Background: an optimization exercise with open tools, aiming at small area, a short achievable clock period and few clock cycles. Do not read the settings as production practice.
Only simulation tests tie the RTL to the original design; equivalence was not proved.
No activity file was given, so power comes from the tool's default toggle rates.

cedar:
==> flow/design.v (excerpt) <==
module filter2d(
                input           clk,
                input           rstn,
                input           start,
                output reg      finish,
                output          cs,
                output          we,
                output [16:0]   addr,
                output [7:0]    din,
                input  [7:0]    dout,
                input           h_write,
                input  [3:0]    h_idx,
                input  [7:0]    h_data
);
For scale: ~1700 cells after synthesis, about 52 I/O pins.
clock: 10.0 ns
lec_check: 0
cap_margin: 20
core_margin: 2
core_utilization: 40
slew_margin: 20
standard.sh (not shown) runs the stock make flow with config.mk's settings and CLKGATE_MAP_FILE= SYNTH_SCRIPT=/design/flow/synth_recipe.tcl, a recipe that flattens the netlist after the stock synthesis.
==> flow/flow/run.sh <==
#!/bin/bash
# Standard layout, with the timing repair aimed at a shorter period than the
# clock's (the SDC is unchanged; only repair_timing's setup margin is raised),
# and plain buffers on the ports.
set -euo pipefail
bash standard.sh SETUP_SLACK_MARGIN=7 TNS_END_PERCENT=5 CORE_UTILIZATION=75 CTS_CLUSTER_SIZE=24 CTS_CLUSTER_DIAMETER=80 MATCH_CELL_FOOTPRINT=0 'BUFFER_PORTS_ARGS=-buffer_cell sky130_fd_sc_hd__buf_2' finish > standard.log 2>&1
Testbench counts of cedar, summed over its fixed seeds: cycles 1,573,008.
The inputs of onyx differ from those of cedar as listed below.
==> flow/flow/run.sh <==
#!/bin/bash
# Standard layout, with the timing repair aimed at a shorter period than the
# clock's (the SDC is unchanged; only repair_timing's setup margin is raised),
# and plain buffers on the ports.
set -euo pipefail
bash standard.sh SETUP_SLACK_MARGIN=6.8 TNS_END_PERCENT=5 CORE_UTILIZATION=65 CTS_CLUSTER_SIZE=24 CTS_CLUSTER_DIAMETER=80 MATCH_CELL_FOOTPRINT=0 'BUFFER_PORTS_ARGS=-buffer_cell sky130_fd_sc_hd__buf_2' finish > standard.log 2>&1
==> comparison <==
- Category of the most critical setup path = flip-flop to output port: cedar; category of the most critical setup path = flip-flop to flip-flop: onyx
- Comparing onyx and cedar, global-route met1 utilization is lower on onyx.
- Taking cedar as the reference, in onyx design internal power stayed essentially flat; total via count after detailed routing saw a decrease; wire length down 990 µm; placer congestion estimate shrank by 0.023; cell depth of the worst min-delay path level.
- Comparing clock share of power for onyx and cedar, the bigger number came from onyx.
diff inputs: onyx => indigo
==> flow/flow/run.sh <==
#!/bin/bash
# Standard layout, with the timing repair aimed at a shorter period than the
# clock's (the SDC is unchanged; only repair_timing's setup margin is raised),
# and plain buffers on the ports.
set -euo pipefail
bash standard.sh SETUP_SLACK_MARGIN=7.3 TNS_END_PERCENT=5 CORE_UTILIZATION=65 CTS_CLUSTER_SIZE=24 CTS_CLUSTER_DIAMETER=80 MATCH_CELL_FOOTPRINT=0 'BUFFER_PORTS_ARGS=-buffer_cell sky130_fd_sc_hd__buf_2' finish > standard.log 2>&1
## What came out
The routed via count divided by cell count on indigo is in line with that on onyx.
Between indigo and onyx, the clock skew figures differ only marginally.
indigo ends up with a required time at the worst-slack endpoint that is 2410 ps lower than in onyx.
indigo ended up with a higher overall track demand over capacity in global routing than onyx did.
Higher fmax goes to indigo over onyx.
Side by side, total power turned out higher in indigo than in onyx.
Cell area (higher): indigo
indigo vs onyx, post-route fraction of the period consumed by the critical path went down by 0.74 points.

---

== run A ==
Starting RTL as in the previous note.
## filter2d
module filter2d(
                input           clk,
                input           rstn,
                input           start,
                output reg      finish,
                output          cs,
                output          we,
                output [16:0]   addr,
                output [7:0]    din,
                input  [7:0]    dout,
                input           h_write,
                input  [3:0]    h_idx,
                input  [7:0]    h_data
);
==> flow/config.mk <==
export PLATFORM = sky130hd
export DESIGN_NAME = filter2d
export DESIGN_NICKNAME = filter2d
export VERILOG_FILES = /design/flow/design.v
export SDC_FILE = /design/flow/constraint.sdc
export NUM_CORES = 4
export LEC_CHECK = 0
export CAP_MARGIN = 20
export CORE_MARGIN = 2
export CORE_UTILIZATION = 40
export SLEW_MARGIN = 20
==> flow/constraint.sdc <==
create_clock -name core_clock -period 10.0 [get_ports {clk}]
set_input_delay 2.0000 -clock core_clock [delete_from_list [all_inputs] [get_ports {clk}]]
set_output_delay 2.0000 -clock core_clock [all_outputs]
set_load 0.01 [all_outputs]
==> flow/flow/run.sh <==
#!/bin/bash
# Standard layout, with the timing repair aimed at a shorter period than the
# clock's (the SDC is unchanged; only repair_timing's setup margin is raised),
# and plain buffers on the ports.
set -euo pipefail
bash standard.sh SETUP_SLACK_MARGIN=6.9 TNS_END_PERCENT=5 CORE_UTILIZATION=65 CTS_CLUSTER_SIZE=24 CTS_CLUSTER_DIAMETER=80 MATCH_CELL_FOOTPRINT=0 'BUFFER_PORTS_ARGS=-buffer_cell sky130_fd_sc_hd__buf_2' finish > standard.log 2>&1
Run A did not stop at any stage, and its layout met the timing, design-rule and antenna checks.
Testbench counts of run A, summed over its fixed seeds: cycles 1,573,008.
[inputs] run B vs run A
==> flow/flow/run.sh <==
#!/bin/bash
# Standard layout, with the timing repair aimed at a shorter period than the
# clock's (the SDC is unchanged; only repair_timing's setup margin is raised),
# and plain buffers on the ports.
set -euo pipefail
bash standard.sh SETUP_SLACK_MARGIN=7 TNS_END_PERCENT=5 CORE_UTILIZATION=55 CTS_CLUSTER_SIZE=24 CTS_CLUSTER_DIAMETER=80 MATCH_CELL_FOOTPRINT=0 'BUFFER_PORTS_ARGS=-buffer_cell sky130_fd_sc_hd__buf_2' finish > standard.log 2>&1
==> notes.md <==
Per the final summary, run B finished and its layout is clean on timing, DRC and antenna.
[compare] base=run A new=run B: clock power grew by about 8%; clock network fraction of total power saw an increase; number of buffers created by CTS shows an increase of 2; count of cells along the worst register-to-register path moved down; worst hold slack shows an increase of 10 ps.
Relative to run A, run B degrades internal power contribution.
Post-route fraction of the period consumed by the critical path in run B is 0.65 points above run A.
Overall routed net length (higher): run B
Between run B and run A, the full die area is lower for run A.
Here is what was changed in the inputs of run C compared with run B.
==> flow/flow/run.sh <==
#!/bin/bash
# Standard layout, with the timing repair aimed at a shorter period than the
# clock's (the SDC is unchanged; only repair_timing's setup margin is raised),
# and plain buffers on the ports.
set -euo pipefail
bash standard.sh SETUP_SLACK_MARGIN=7 TNS_END_PERCENT=5 CORE_UTILIZATION=65 CTS_CLUSTER_SIZE=24 CTS_CLUSTER_DIAMETER=80 MATCH_CELL_FOOTPRINT=0 CAP_MARGIN=5 SLEW_MARGIN=5 'BUFFER_PORTS_ARGS=-buffer_cell sky130_fd_sc_hd__buf_2' finish > standard.log 2>&1
Run C: flow completed, timing, DRC and antenna clean. Run B went all the way through synthesis, placement and routing and the layout is clean on timing, DRC and antenna. Via count: run C higher than run B. | total power | lower: run C |. Measured against each other, run B and run C differ in period utilization, the higher figure coming from run B. Run C vs run B: global-route usage up in run C.

---

Another version of the RTL of filter2d (not shown whole).
Size in the first run: about 1700 cells after synthesis, roughly 340 flip-flops, ~52 I/O pins, about 19000 um^2 of cells after synthesis.
Settings: LEC_CHECK=0, CAP_MARGIN=20, CORE_MARGIN=2, CORE_UTILIZATION=40, SLEW_MARGIN=20; clock period 10.0 ns.
==> flow/flow/run.sh <==
#!/bin/bash
# Standard layout, with the timing repair aimed at a shorter period than the
# clock's (the SDC is unchanged; only repair_timing's setup margin is raised).
set -euo pipefail
bash standard.sh SETUP_SLACK_MARGIN=7 TNS_END_PERCENT=5 CORE_UTILIZATION=55 CTS_CLUSTER_SIZE=24 CTS_CLUSTER_DIAMETER=80 MATCH_CELL_FOOTPRINT=0 finish > standard.log 2>&1
Testbench counts at the start, summed over its fixed seeds: cycles 1,572,980.
Edit:
==> flow/flow/run.sh (replaced) <==
#!/bin/bash
# Standard layout, with the timing repair aimed at a shorter period than the
# clock's (the SDC is unchanged; only repair_timing's setup margin is raised).
set -euo pipefail
bash standard.sh SETUP_SLACK_MARGIN=7 TNS_END_PERCENT=100 finish > standard.log 2>&1
Result: Hold slack loses 18 ps. Cell area goes up by 9.8%. Combinational power goes up by 19%. Core utilization goes down by 13 points. Clock power goes up by 71%. Power goes up by 20%. Count of clock-buffer cells in the layout goes up by 27. Worst setup slack gains 22 ps. First-iteration DRC count goes up by 15%. Synthesized area stays the same.
Edit:
--- a/flow/flow/run.sh
+++ b/flow/flow/run.sh
@@ -4,2 +4,2 @@
 set -euo pipefail
-bash standard.sh SETUP_SLACK_MARGIN=7 TNS_END_PERCENT=100 finish > standard.log 2>&1
+bash standard.sh SETUP_SLACK_MARGIN=7 TNS_END_PERCENT=5 CORE_UTILIZATION=55 CTS_CLUSTER_SIZE=24 CTS_CLUSTER_DIAMETER=80 finish > standard.log 2>&1
Area after synthesis is unchanged.
Via count falls by 3.6%.
Clock skew came out lower by 4.3 ps.
Sequential share of layout area is higher by 2.7 points.
Setup slack degrades by 29 ps.
Edit:
==> flow/flow/run.sh (replaced) <==
#!/bin/bash
# Standard layout, with the timing repair aimed at a shorter period than the
# clock's (the SDC is unchanged; only repair_timing's setup margin is raised).
set -euo pipefail
bash standard.sh SETUP_SLACK_MARGIN=7 TNS_END_PERCENT=5 CORE_UTILIZATION=55 finish > standard.log 2>&1
Outcome: Wire length rose by 2.6%; critical path depth rose by 2; final area rose by 3.3%; first-iteration DRC count fell by 0.91%.

---

Setup of oak:
Another version of the RTL of filter2d (not shown whole).
For scale: about 1,800 cells after synthesis, roughly 52 I/O pins.
// filter2d
module filter2d(
                input           clk,
                input           rstn,
                input           start,
                output reg      finish,
                output          cs,
                output          we,
                output [16:0]   addr,
                output [7:0]    din,
                input  [7:0]    dout,
                input           h_write,
                input  [3:0]    h_idx,
                input  [7:0]    h_data
);
reg        run;
reg  [2:0] t;
reg  [7:0] s;
reg  [7:0] b;
wire t_last = (t == 3'd5);
wire done   = (t == 3'd5) && (s == 8'd1) && b[7];
always @(posedge clk or negedge rstn) begin
    if (!rstn) begin
        run    <= 1'b0;
        t      <= 3'd0;
        s      <= 8'd0;
        b      <= 8'd0;
        finish <= 1'b0;
    end else begin
        finish <= run & done;
        if (start) begin
            run <= 1'b1;
            t   <= 3'd1;
            s   <= 8'd0;
            b   <= 8'd0;
        end else if (run) begin
            if (done) run <= 1'b0;
            t <= t_last ? 3'd0 : t + 3'd1;
            if (t_last) begin
                s <= s + 8'd1;
                if (s == 8'd255) b <= b + 8'd1;
            end
        end
    end
end
reg         cs_q, we_q;
reg  [16:0] addr_q;
reg  [7:0]  din_q;
assign cs   = cs_q;
assign we   = we_q;
assign addr = addr_q;
assign din  = din_q;
wire [6:0] bm1 = b[6:0] - 7'd1;
wire [6:0] bp1 = b[6:0] + 7'd1;
wire       wprev = (s[7:1] == 7'd0);           
  ...
==> flow/config.mk <==
export PLATFORM = sky130hd
export DESIGN_NAME = filter2d
export DESIGN_NICKNAME = filter2d
export VERILOG_FILES = /design/flow/design.v
export SDC_FILE = /design/flow/constraint.sdc
export NUM_CORES = 4
export LEC_CHECK = 0
export CAP_MARGIN = 20
export CORE_MARGIN = 2
export CORE_UTILIZATION = 40
export SLEW_MARGIN = 20
==> flow/constraint.sdc <==
create_clock -name core_clock -period 10.0 [get_ports {clk}]
set_input_delay 2.0000 -clock core_clock [delete_from_list [all_inputs] [get_ports {clk}]]
set_output_delay 2.0000 -clock core_clock [all_outputs]
set_load 0.01 [all_outputs]
==> flow/flow/run.sh <==
#!/bin/bash
# Standard layout, with the timing repair aimed at a shorter period than the
# clock's (the SDC is unchanged; only repair_timing's setup margin is raised).
set -euo pipefail
bash standard.sh SETUP_SLACK_MARGIN=7 TNS_END_PERCENT=100 finish > standard.log 2>&1
Testbench counts of oak, summed over its fixed seeds: cycles 1,572,960.
The following lists how pine was set up differently from oak:
==> flow/run.sh (new file) <==
#!/bin/bash
# synth_recipe.tcl (not shown) runs the flow's synth.tcl, then flattens the netlist and writes it again
# the make line also repeats each setting of config.mk as NAME=value (left out here)
make -C /OpenROAD-flow-scripts/flow DESIGN_CONFIG=/design/flow/config.mk WORK_HOME=/design/flow/orfs CLKGATE_MAP_FILE= SYNTH_SCRIPT=/design/flow/synth_recipe.tcl finish
removed: flow/flow/run.sh
removed: flow/standard.sh
[summary]
Looking at the reports, pine completed the entire flow and the layout it produced met the timing, design-rule and antenna checks.
For number of vias per cell, oak and pine come out practically identical.
Relative to oak, first-iteration detailed-routing DRC count decreased by 54 in pine.
Hold slack came out higher on pine than on oak.
oak -> pine: cell-internal power decreased by a little under 10%
Compared with oak, pine shows final weighted congestion in routability-driven placement that has gone up by a few percent.
From oak to pine the numbers moved as follows: core utilization of the finished layout went down by 3.6 points, clock network power share up 2.5 points, fraction of area in multi-input gates saw a decrease.

## static timing again, ports no longer ideal
In the flow no input, the clock included, has a driving cell. The finished layouts below were timed again as built, in two steps.
Step 1: set_driving_cell puts a clkbuf_16 on clk and a buf_2 on each other input, an assumption about the parent block.
Step 2 adds t to the input delays and takes it off the output delays; t is the mean of the earliest and latest rising clock arrival at the registers after step 1. Input paths then give back, and output paths get back, about the clock's delay inside the block.
a / b / c = ideal / step 1 / step 2; a / b = the first two.
| run | t (ns) | slack for setup (ns) | slew at the worst register clock pin (ns) | worst data-port slew with drivers (ns) |
|---|---|---|---|---|
| cedar | 0.568 | 6.941 / 6.891 / 6.443 | 0.11 / 0.11 | 0.05 |
| onyx | 0.571 | 6.876 / 6.876 / 6.492 | 0.10 / 0.10 | 0.04 |
| indigo | 0.571 | 6.950 / 6.900 / 6.492 | 0.10 / 0.10 | 0.04 |
| run A | 0.571 | 6.945 / 6.895 / 6.492 | 0.10 / 0.10 | 0.04 |
| run B | 0.581 | 6.880 / 6.828 / 6.492 | 0.10 / 0.10 | 0.06 |
| run C | 0.570 | 6.949 / 6.899 / 6.490 | 0.10 / 0.10 | 0.04 |
| the first run of note 3 | 0.577 | 6.686 / 6.686 / 6.203 | 0.10 / 0.10 | 0.06 |
| the second run of note 3 | 0.607 | 6.708 / 6.708 / 6.130 | 0.06 / 0.06 | 0.06 |
| the third run of note 3 | 0.579 | 6.679 / 6.688 / 6.110 | 0.09 / 0.09 | 0.06 |
| the fourth run of note 3 | 0.580 | 6.710 / 6.710 / 6.184 | 0.06 / 0.06 | 0.06 |
| oak | 0.608 | 6.717 / 6.717 / 6.443 | 0.06 / 0.06 | 0.03 |
| pine | 0.587 | 5.937 / 5.937 / 5.840 | 0.06 / 0.06 | 0.04 |
After both steps setup and hold are still met in every run listed. For the second run of note 3, which loses most, drivers alone change the setup slack by 0.000 ns; drivers and shift together by -0.578 ns.
